This is an optimization exercise on Yosys and OpenROAD, whose aim is small area, a short achievable clock period and few clock cycles, not a production implementation. Only simulation tests tie the RTL to the original design; equivalence was not proved.

<file path="design/flow/config.mk">
export PLATFORM = sky130hd
export DESIGN_NAME = matrix_cpu
export DESIGN_NICKNAME = matrix_cpu
export VERILOG_FILES = /design/flow/design.v
export SDC_FILE = /design/flow/constraint.sdc
export NUM_CORES = 8
export LEC_CHECK = 0
export CAP_MARGIN = 80
export CORE_MARGIN = 2
export CORE_UTILIZATION = 50
export SLEW_MARGIN = 80
</file>
<file path="design/flow/constraint.sdc">
create_clock -name core_clock -period 11.0 [get_ports {clk}]
set_input_delay 2.2000 -clock core_clock [delete_from_list [all_inputs] [get_ports {clk}]]
set_output_delay 2.2000 -clock core_clock [all_outputs]
set_load 0.01 [all_outputs]
</file>
<file path="design/flow/design.v">
`timescale 1ns / 1ns
module program_counter (address, enable, clk, reset);
output reg [3:0] address;
input wire enable;    
input wire clk, reset;
wire [3:0] offset = 4'b0001;
always @ (posedge clk)
  if (reset)
     address <= 4'b0000;
  else if (enable)
     address <= address + offset;
endmodule
`timescale 1ns / 1ns
module instr_mem(data,          
                 data_instr,
				 data_dest,
				 data_src1,
				 data_src2,
				 data_scalar,
				 read_data,     
				 data_from_bus,
				 reset, clk);
output reg [26:0] data;  
output wire [4:0] data_instr;
output wire [6:0] data_dest;
output wire [6:0] data_src1;
output wire [6:0] data_src2;
output wire [7:0] data_scalar;
input wire read_data;
input wire [26:0] data_from_bus;
input wire reset, clk;
always @ (posedge clk)
begin
	if(reset)                
	  begin
		data <= 27'b0;
	  end
	else if(read_data)       
	  begin
		data <= data_from_bus;  
	  end  
end  
assign data_instr  = data[26:22];
assign data_dest   = data[21:15];
assign data_src1   = data[14:8];
assign data_src2   = data[7:1];
assign data_scalar = data[7:0];
endmodule
`timescale 1ns / 1ns
module exe_engine (read_from,      
				   not_read_from,
				   write_to,
				   not_write_to,
				   add_en,
				   scale_en,
				   mult_en,
				   transpose_en,
				   add_or_sub,
                   instr,         
				   reset, clk); 
output reg read_from,
           not_read_from,      
		   write_to,
		   not_write_to,
		   add_en,
		   scale_en,
		   mult_en,
		   transpose_en,
		   add_or_sub;
input wire [4:0] instr;
input clk, reset;
parameter add       = 3'b000;
parameter sub       = 3'b001;
parameter scale     = 3'b010;
parameter mult      = 3'b011;
parameter transpose = 3'b100;
parameter stop      = 3'b111;
always @ (posedge clk)
begin
	if (reset)
	begin
		read_from     <= 1'b0;
		not_read_from <= 1'b1;
		write_to      <= 1'b0;
		not_write_to  <= 1'b1;
		add_en        <= 1'b0;
		scale_en      <= 1'b0;
		mult_en       <= 1'b0;
		transpose_en  <= 1'b0;
		add_or_sub    <= 1'b0;
	end
	else
	begin
	read_from     <= instr[0];
	write_to      <= instr[1];
	not_read_from <= !instr[0];
	not_write_to  <= !instr[1];
	case (instr[4:2])  
		add       : begin  
					    add_en       <= 1'b1;  
					    scale_en     <= 1'b0;
					    mult_en      <= 1'b0;
					    transpose_en <= 1'b0;
					    add_or_sub   <= 1'b0;  
					end
		sub       : begin  
					    add_en       <= 1'b1;  
					    scale_en     <= 1'b0;
					    mult_en      <= 1'b0;
					    transpose_en <= 1'b0;
					    add_or_sub   <= 1'b1;  
				    end
		scale  	  : begin  
					    add_en       <= 1'b0; 
					    scale_en     <= 1'b1;  
					    mult_en      <= 1'b0;
					    transpose_en <= 1'b0;
					    add_or_sub   <= 1'b0;  
					end
		mult      : begin  
					    add_en       <= 1'b0; 
					    scale_en     <= 1'b0; 
					    mult_en      <= 1'b1;  
					    transpose_en <= 1'b0;
					    add_or_sub   <= 1'b0;  
					end
		transpose : begin  
					    add_en       <= 1'b0; 
					    scale_en     <= 1'b0; 
					    mult_en      <= 1'b0; 
					    transpose_en <= 1'b1;  
					    add_or_sub   <= 1'b0;  
					end
		default   : begin  
					    add_en       <= 1'b0; 
					    scale_en     <= 1'b0; 
					    mult_en      <= 1'b0; 
					    transpose_en <= 1'b0; 
					    add_or_sub   <= 1'b0;
					end
	endcase  
	end
end  
endmodule
`timescale 1ns / 1ns
module output_reg(data, write_data, data_to_write, reset, clk);
output wire [255:0] data;  
input wire write_data;
input wire [255:0] data_to_write;
input wire reset, clk;
reg [255:0] mem ;  
always @ (posedge clk)
  begin
	if(reset)
	  begin
		mem <= 256'b0;  
	  end  
	else
	  begin
		if(write_data)  
		  begin
			mem <= data_to_write;  
		  end   
	  end  
  end  
assign data = mem;
endmodule
`timescale 1ns / 1ns
module add_sub (m_out,  
                m1,     
				m2, 
				select_op, enable, reset, clk); 
output reg [255:0] m_out;  
input wire [255:0] m1; 
input wire [255:0] m2;
input wire select_op, enable, clk, reset;
reg [15:0] mA [3:0][3:0];  
reg [15:0] mB [3:0][3:0];  
reg [15:0] mR [3:0][3:0];  
integer row, col;  
integer sum;  
always @ (posedge clk)
  begin
	if(enable)  
	  begin
		for(row = 0; row < 4; row=row+1)  
		  begin
			for(col = 0; col < 4; col=col+1)
			  begin
				mA[row][col] = m1[ (col*16 + row*64) +15 -: 16 ];  
			  end  
		  end  
		for(row = 0; row < 4; row=row+1)  
		  begin
			for(col = 0; col < 4; col=col+1)
			  begin
				mB[row][col] = m2[ (col*16 + row*64) +15 -: 16 ];  
			  end  
		  end  
	    for(row = 0; row < 4; row=row+1)  
	      begin
		    for(col = 0; col < 4; col=col+1)
		      begin
			    if(select_op)             
				  begin
				    mR[row][col] = mA[row][col] - mB[row][col];  
				  end  
			    else                      
				  begin
					mR[row][col] = mA[row][col] + mB[row][col];  
				  end  
		      end  
	      end  
	    for(row = 0; row < 4; row=row+1)  
	      begin
		    for(col = 0; col < 4; col=col+1)
		      begin
		    	m_out[ (col*16 + row*64) +15 -: 16 ] <= mR[row][col];
		      end  
	      end  
	  end  
	else  
	  begin
		m_out <= m_out;  
	  end  
  end  
endmodule
`timescale 1ns / 1ns
module scale_matrix (m_out,      
                     matrix,     
				     scalar, 
				     enable, reset, clk); 
input wire [255:0] matrix; 
input wire [7:0]   scalar;
input wire enable, reset, clk;
reg [15:0] m [3:0][3:0];  
reg [15:0] m_result [3:0][3:0];  
output reg [255:0] m_out;  
integer row, col;  
always @ (posedge clk)
  begin
	if(enable)  
	  begin
		for(row = 0; row < 4; row=row+1)  
		  begin
			for(col = 0; col < 4; col=col+1)
			  begin
				m[row][col] = matrix[ (col*16 + row*64) +15 -: 16 ];  
			  end  
		  end  
	    for(row = 0; row < 4; row=row+1)  
	      begin
		    for(col = 0; col < 4; col=col+1)
		      begin
			    m_result[row][col] = (scalar) * (m[row][col]);
		      end  
	      end  
	    for(row = 0; row < 4; row=row+1)  
	      begin
		    for(col = 0; col < 4; col=col+1)
		      begin
		    	m_out[ (col*16 + row*64) +15 -: 16 ] <= m_result[row][col];
		      end  
	      end  
	  end  
	  else  
	    begin
	      m_out <= m_out;  
	    end  
  end  
endmodule
`timescale 1ns / 1ns
module matrix_mult (m_out,  
                    m1,     
				    m2, 
				    enable, reset, clk); 
output reg [255:0] m_out;  
input wire [255:0] m1; 
input wire [255:0] m2;
input wire enable, clk, reset;
reg [15:0] mA [3:0][3:0];  
reg [15:0] mB [3:0][3:0];  
reg [15:0] mR [3:0][3:0];  
integer row, col, i;  
integer sum;  
always @ (posedge clk)
  begin
	if(enable)  
	  begin
		for(row = 0; row < 4; row=row+1)  
		  begin
			for(col = 0; col < 4; col=col+1)
			  begin
				mA[row][col] = m1[ (col*16 + row*64) +15 -: 16 ];  
			  end  
		  end  
		for(row = 0; row < 4; row=row+1)  
		  begin
			for(col = 0; col < 4; col=col+1)
			  begin
				mB[row][col] = m2[ (col*16 + row*64) +15 -: 16 ];  
			  end  
		  end  
	    for(row = 0; row < 4; row=row+1)  
	      begin
		    for(col = 0; col < 4; col=col+1)
		      begin
				sum = 0;
		    	for(i = 0; i < 4; i=i+1)
				  begin
				    sum = sum + mA[row][i] * mB[i][col];
					mR[row][col] = sum;
				  end  
		      end  
	      end  
	    for(row = 0; row < 4; row=row+1)  
	      begin
		    for(col = 0; col < 4; col=col+1)
		      begin
		    	m_out[ (col*16 + row*64) +15 -: 16 ] <= mR[row][col];
		      end  
	      end  
	  end  
	  else  
	    begin
	      m_out <= m_out;  
	    end  
  end  
endmodule
`timescale 1ns / 1ns
module transpose (m_out,      
                  matrix,     
			      enable, reset, clk); 
input wire [255:0] matrix; 
input wire enable, reset, clk;
reg [15:0] m [3:0][3:0];  
reg [15:0] m_result [3:0][3:0];  
output reg [255:0] m_out;  
integer row, col;  
always @ (posedge clk)
  begin
	if(enable)  
	  begin
		for(row = 0; row < 4; row=row+1)  
		  begin
			for(col = 0; col < 4; col=col+1)
			  begin
				m[row][col] = matrix[ (col*16 + row*64) +15 -: 16 ];  
			  end  
		  end  
	    for(row = 0; row < 4; row=row+1)  
	      begin
		    for(col = 0; col < 4; col=col+1)
		      begin
			    m_result[row][col] = m[col][row];  
		      end  
	      end  
	    for(row = 0; row < 4; row=row+1)  
	      begin
		    for(col = 0; col < 4; col=col+1)
		      begin
		    	m_out[ (col*16 + row*64) +15 -: 16 ] <= m_result[row][col];
		      end  
	      end  
	  end  
	else  
	  begin
	    m_out <= m_out;  
	  end  
  end  
endmodule
`timescale 1ns / 1ns
module matrix_cpu (
    input  wire         clk,
    input  wire         reset,
    input  wire         start,
    output wire         done,
    output wire [3:0]   imem_addr,
    input  wire [26:0]  imem_data,
    output wire [6:0]   mem_rd1_addr,
    input  wire [255:0] mem_rd1_data,
    output wire [6:0]   mem_rd2_addr,
    input  wire [255:0] mem_rd2_data,
    output wire         mem_we,
    output wire [6:0]   mem_waddr,
    output wire [255:0] mem_wdata
);
localparam S_IDLE   = 3'd0;
localparam S_FETCH  = 3'd1;
localparam S_DECODE = 3'd2;
localparam S_EXEC   = 3'd3;
localparam S_WB     = 3'd4;
reg [2:0] state;
wire launch = (state == S_IDLE) && start;
wire [3:0] address_of_next_instruction;
program_counter pc (address_of_next_instruction,
                    (state == S_FETCH),
                    clk, reset | launch);
assign imem_addr = address_of_next_instruction;
wire [26:0] current_opcode;
wire [4:0] instr;
wire [6:0] dest;
wire [6:0] src1;
wire [6:0] src2;
wire [7:0] scalar;
instr_mem instruction_mem (current_opcode,
                           instr,
                           dest,
                           src1,
                           src2,
                           scalar,
                           (state == S_FETCH),
                           imem_data,
                           reset, clk);
wire r_reg, not_r_reg, w_reg, not_w_reg;
wire enable_add, enable_scale, enable_mult, enable_transpose, add_or_sub;
exe_engine execution_engine(r_reg,
                            not_r_reg,
                            w_reg,
                            not_w_reg,
                            enable_add,
                            enable_scale,
                            enable_mult,
                            enable_transpose,
                            add_or_sub,
                            instr,
                            reset, clk);
wire [255:0] reg_data;
wire [255:0] output_of_math;
wire any_en = enable_add | enable_scale | enable_mult | enable_transpose;
output_reg output_register(reg_data,
                           (state == S_WB) & w_reg & any_en,
                           output_of_math,
                           reset, clk);
assign mem_rd1_addr = src1;
assign mem_rd2_addr = src2;
reg [255:0] src1_data;
reg [255:0] src2_data;
always @ (posedge clk)
  begin
    if (state == S_DECODE)
      begin
        src1_data <= instr[0] ? reg_data : mem_rd1_data;
        src2_data <= mem_rd2_data;
      end
  end
wire [255:0] add_out, scale_out, mult_out, transpose_out;
wire in_exec = (state == S_EXEC);
add_sub addition_subtraction(add_out,
                             src1_data,
                             src2_data,
                             add_or_sub, enable_add & in_exec, reset, clk);
scale_matrix scale (scale_out,
                    src1_data,
                    scalar,
                    enable_scale & in_exec,
                    reset, clk);
matrix_mult multiplier(mult_out,
                       src1_data,
                       src2_data,
                       enable_mult & in_exec, reset, clk);
transpose transp(transpose_out,
                 src1_data,
                 enable_transpose & in_exec,
                 reset, clk);
assign output_of_math = enable_add   ? add_out   :
                        enable_scale ? scale_out :
                        enable_mult  ? mult_out  :
                                       transpose_out;
assign mem_we    = (state == S_WB) & not_w_reg & any_en;
assign mem_waddr = dest;
assign mem_wdata = output_of_math;
always @ (posedge clk)
  begin
    if (reset)
      state <= S_IDLE;
    else
      case (state)
        S_IDLE   : if (start) state <= S_FETCH;
        S_FETCH  : state <= S_DECODE;
        S_DECODE : state <= (instr[4:2] == 3'b111) ? S_IDLE : S_EXEC;
        S_EXEC   : state <= S_WB;
        S_WB     : state <= S_FETCH;
        default  : state <= S_IDLE;
      endcase
  end
assign done = (state == S_IDLE);
endmodule
</file>
<file path="design/flow/run.sh">
#!/bin/bash
# synth_recipe.tcl (not shown) runs the flow's synth.tcl, then flattens the netlist and writes it again
# the make line also repeats each setting of config.mk as NAME=value (left out here)
make -C /OpenROAD-flow-scripts/flow DESIGN_CONFIG=/design/flow/config.mk WORK_HOME=/design/flow/orfs CLKGATE_MAP_FILE= SYNTH_SCRIPT=/design/flow/synth_recipe.tcl finish
</file>
==> impl_results.md <==
- Syn_area_per_cell: ~9.2 um^2
- Width of the die: slightly below 900 um
- Clock Latency Late Sink: around 1.2 ns
- DR vias/cell: between 5 and 6
- Clock transition at path regs: ~0.06 ns
- Syn Nets: between 50000 and 60000
- Fin util: 59.53%
- Initial antenna violation count: about 340
- Syn Std Cell Area: between 300000 and 400000 um^2
- Seq cells post-synth: roughly 1800
- R2r startpoint: src2_data[18]
- Cell mode on critical path: fa_1
- Largest net degree at the start of global routing: 43
- Synth area leaders: fa_1 (37%), edfxtp_1 (12%), ha_1 (11%), inv_1 (9.2%), and2_1 (7.6%)
- Final hold viol count: 0
- Core Box Area: between 700000 and 800000 um^2
- Total wire length after detailed routing: 1825000 um
- List of most frequent post-synthesis cells: inv_1 (9568), fa_1 (7216), nand2_1 (5802), and2_1 (4779), ha_1 (3509)
- Nature of the critical path endpoint: flip-flop
- GPL Wtd Cong: approximately 1.1
- Tcrit/Tclk final: approximately nine tenths
- Clock buffer count from CTS: roughly 240
- First-pass GRT wire length: approximately 2500000 um
- Placed Cells incl. Taps: about 54000
- Via count: 317321
- Initial Utilization: between 50% and 60%
- Final-report max-slew violation count: 0
- Post-CTS Setup Bufs: 0
- Most area-hungry cell type in the Yosys netlist: fa_1
- Worst Hold Launch: instruction_mem.data[12]
- WP data arrival: ~11 ns
- Nets: ~55000
- Post-CTS sizing: 0
- Fraction of layout cells with a size suffix above 1: 11.34%
- IO Port Bufs: between 800 and 900
- Iteration-0 DRC Markers: 37584
- CTS root buf: clkbuf_16
- Synth top area share: a little under two fifths
- Worst slew pin tran: around 0.37 ns
- Post-synth EDFFs: roughly 1500
- DRT Pass-1 Iters: 7
- Post-synth top flop: edfxtp_1
- Filler cells: ~67000
- Max-cap violation count: 0
- H-tree depth: 4
- Row cnt: about 320
- TritonCTS sink count: approximately 1800
- Async SR Flop Fraction: 0%
- Cell area after layout: about 460000 um^2
- Non-filler cells, final: between 50000 and 60000
- Clock skew: 0.1496 ns
- Setup-failing EPs final: 0
- Slowest CP cell: fa_1
- Rel. slew slack: 75.40%
- Synthesized instance count: 42392
- Number of global-route vias before repair: about 330k
- Placed Area: 451500 um^2
- Seq/Total Area, Yosys: between 10% and 20%
- Full die area: roughly 790000 um^2
- Synth warn: 19
- Area Growth Syn to Fin: 18.59%
- Highest Clock Rate: about 0.10 GHz
- Clock tree buffer depth: 4
- Cell with the most instances after synthesis: inv_1
- RSZ-0062 raised after global routing: no
- Setup CP Type: flip-flop to flip-flop
- Synth cell types: 73
- Critical Path Source Type: flip-flop
- Die Ht: a little under 900 um
- Worst Setup SP: src2_data[18]
- Slowest Stage Delay on Critical Path: approximately 0.65 ns
- Routed Antenna Nets: 0
- Worst Hold Class: flip-flop to flip-flop
- GRT Resource Usage Total: 46.14%
- Minimum clock period: around 9.7 ns
- Routed len/inst: 33.16 um
- Grt ovf: 0
- Clock tree from TritonCTS: yes
- Hold buffers post-CTS: 0
- CP required: around 12 ns
- Status: no timing/DRC/antenna violations
- Crit Path Max Fanout: 6
- DRC viols: 0
- Post-DP HPWL: about 1500000 um
- Boundary Pins: 825
[cell type report]
cell class	instances	area, um^2	area share, %
inverter	9582	36230	7.815
timing repair buffer	3813	49120	10.59
sequential	1833	52120	11.24
clock buffer	310	6668	1.438
multi-input combinational	28481	303900	65.54
tap	10432	13050	2.815
clock inverter	144	1445	0.3117
antenna	445	1114	0.2402
[cell usage in the layout (no fill, tap or decap), types with 212 or more instances in the layout]
cell,count
buf_12,913
o31ai_4,221
clkbuf_16,248
a21oi_1,393
buf_16,212
ha_1,3497
fa_1,7208
mux2i_1,259
xnor2_1,2118
nor2_1,889
clkdlybuf4s50_1,771
edfxtp_1,1536
inv_1,9522
and2_1,4768
buf_4,569
buf_2,458
dfxtp_1,282
xor2_1,524
buf_6,252
xnor2_2,324
diode_2,445
nor2b_1,492
mux2_2,232
buf_8,354
nand2_1,5793
[through the flow]
| step | setup slack, ns | TNS [ns] | hold WS [ns] |
|---|---|---|---|
| finish | 1.273 | 0 | 0.4556 |
| floorplan | -2.830 | -1360.78 | 0.4206 |
| CTS | 1.488 | 0 | 0.4578 |
| global route | 1.014 | 0 | 0.4808 |
| global placement | 1.558 | 0 | 0.4406 |
| detailed placement | 1.598 | 0 | 0.4491 |
[routing by layer]
metal / global-route usage [%] / share of wire (%) / up-vias
met5: 0.8415 / 0.076 / -
met4: 35.01 / 9.7 / 95
met3: 17.89 / 14 / 5353
met2: 64.64 / 40 / 21299
met1: 57.33 / 36 / 162758
li1: - / - / 127816
[logic make-up after synthesis]
logic type | synth area share (%)
AND/OR/NAND/NOR | 15.73
buffers and inverters | 11.70
adder cells (fa/ha/maj) | 48.18
XOR/XNOR | 6.765
flip-flops | 13.32
AO/OA/AOI/OAI | 2.868
multiplexers | 1.434
[registers in the layout, summed over array words and instances, names as in the netlist]
| name | cells |
|---|---|
| execution_engine.scale_en | 1 |
| execution_engine.mult_en | 1 |
| addition_subtraction.m_out | 256 |
| src1_data | 256 |
| pc.address | 4 |
| execution_engine.write_to | 1 |
| state | 3 |
| src2_data | 256 |
| output_register.mem | 256 |
| instruction_mem.data | 27 |
| execution_engine.add_en | 1 |
| scale.m_out | 256 |
| transp.m_out | 256 |
| multiplier.m_out | 256 |
| execution_engine.transpose_en | 1 |
| execution_engine.add_or_sub | 1 |
| execution_engine.not_write_to | 1 |
[worst max-delay path, delay by kind of cell (launching register included)]
kind | cells | cell delay, ns
AO/OA/AOI/OAI | 2 | 0.29
flip-flops | 1 | 0.33
AND/OR/NAND/NOR | 3 | 0.33
buffers and inverters | 15 | 2.76
adder cells (fa/ha/maj) | 11 | 5.61
XOR/XNOR | 1 | 0.09
[final timing paths]
path	to	slack [ns]	cells past startpoint
min reg2reg	instruction_mem.data[12]	0.46	2
max	multiplier.m_out[31]	1.27	32
max reg2reg	multiplier.m_out[31]	1.27	32
min	instruction_mem.data[12]	0.46	2
Testbench counts, summed over its fixed seeds: cycles 28,476.

[re-timing with driven ports]
The results above use ideal ports. As a check the final layout listed here was re-extracted and re-timed, cells and wires unchanged.
Step 1 (the two cells are an assumption about what drives the block):
set clk [get_ports {clk}]
set_driving_cell -lib_cell sky130_fd_sc_hd__clkbuf_16 $clk
set_driving_cell -lib_cell sky130_fd_sc_hd__buf_2 [delete_from_list [all_inputs] $clk]
Step 2 times the ports against the registers' clock, not the clock port: input delays grow and output delays shrink by t, the midpoint of the rising clock arrivals with the driver on.
Three values: no drivers, after step 1, after step 2; two values: the first two.
t, ns: 1.260
setup slack, ns: 1.273 / 1.273 / 1.273
worst setup path after step 2: register to register
latest minus earliest clock arrival (ns): 0.159 / 0.159
After both steps this run still meets setup and hold. The setup slack of this run moves by 0.000 ns with the drivers and by 0.000 ns with both steps.
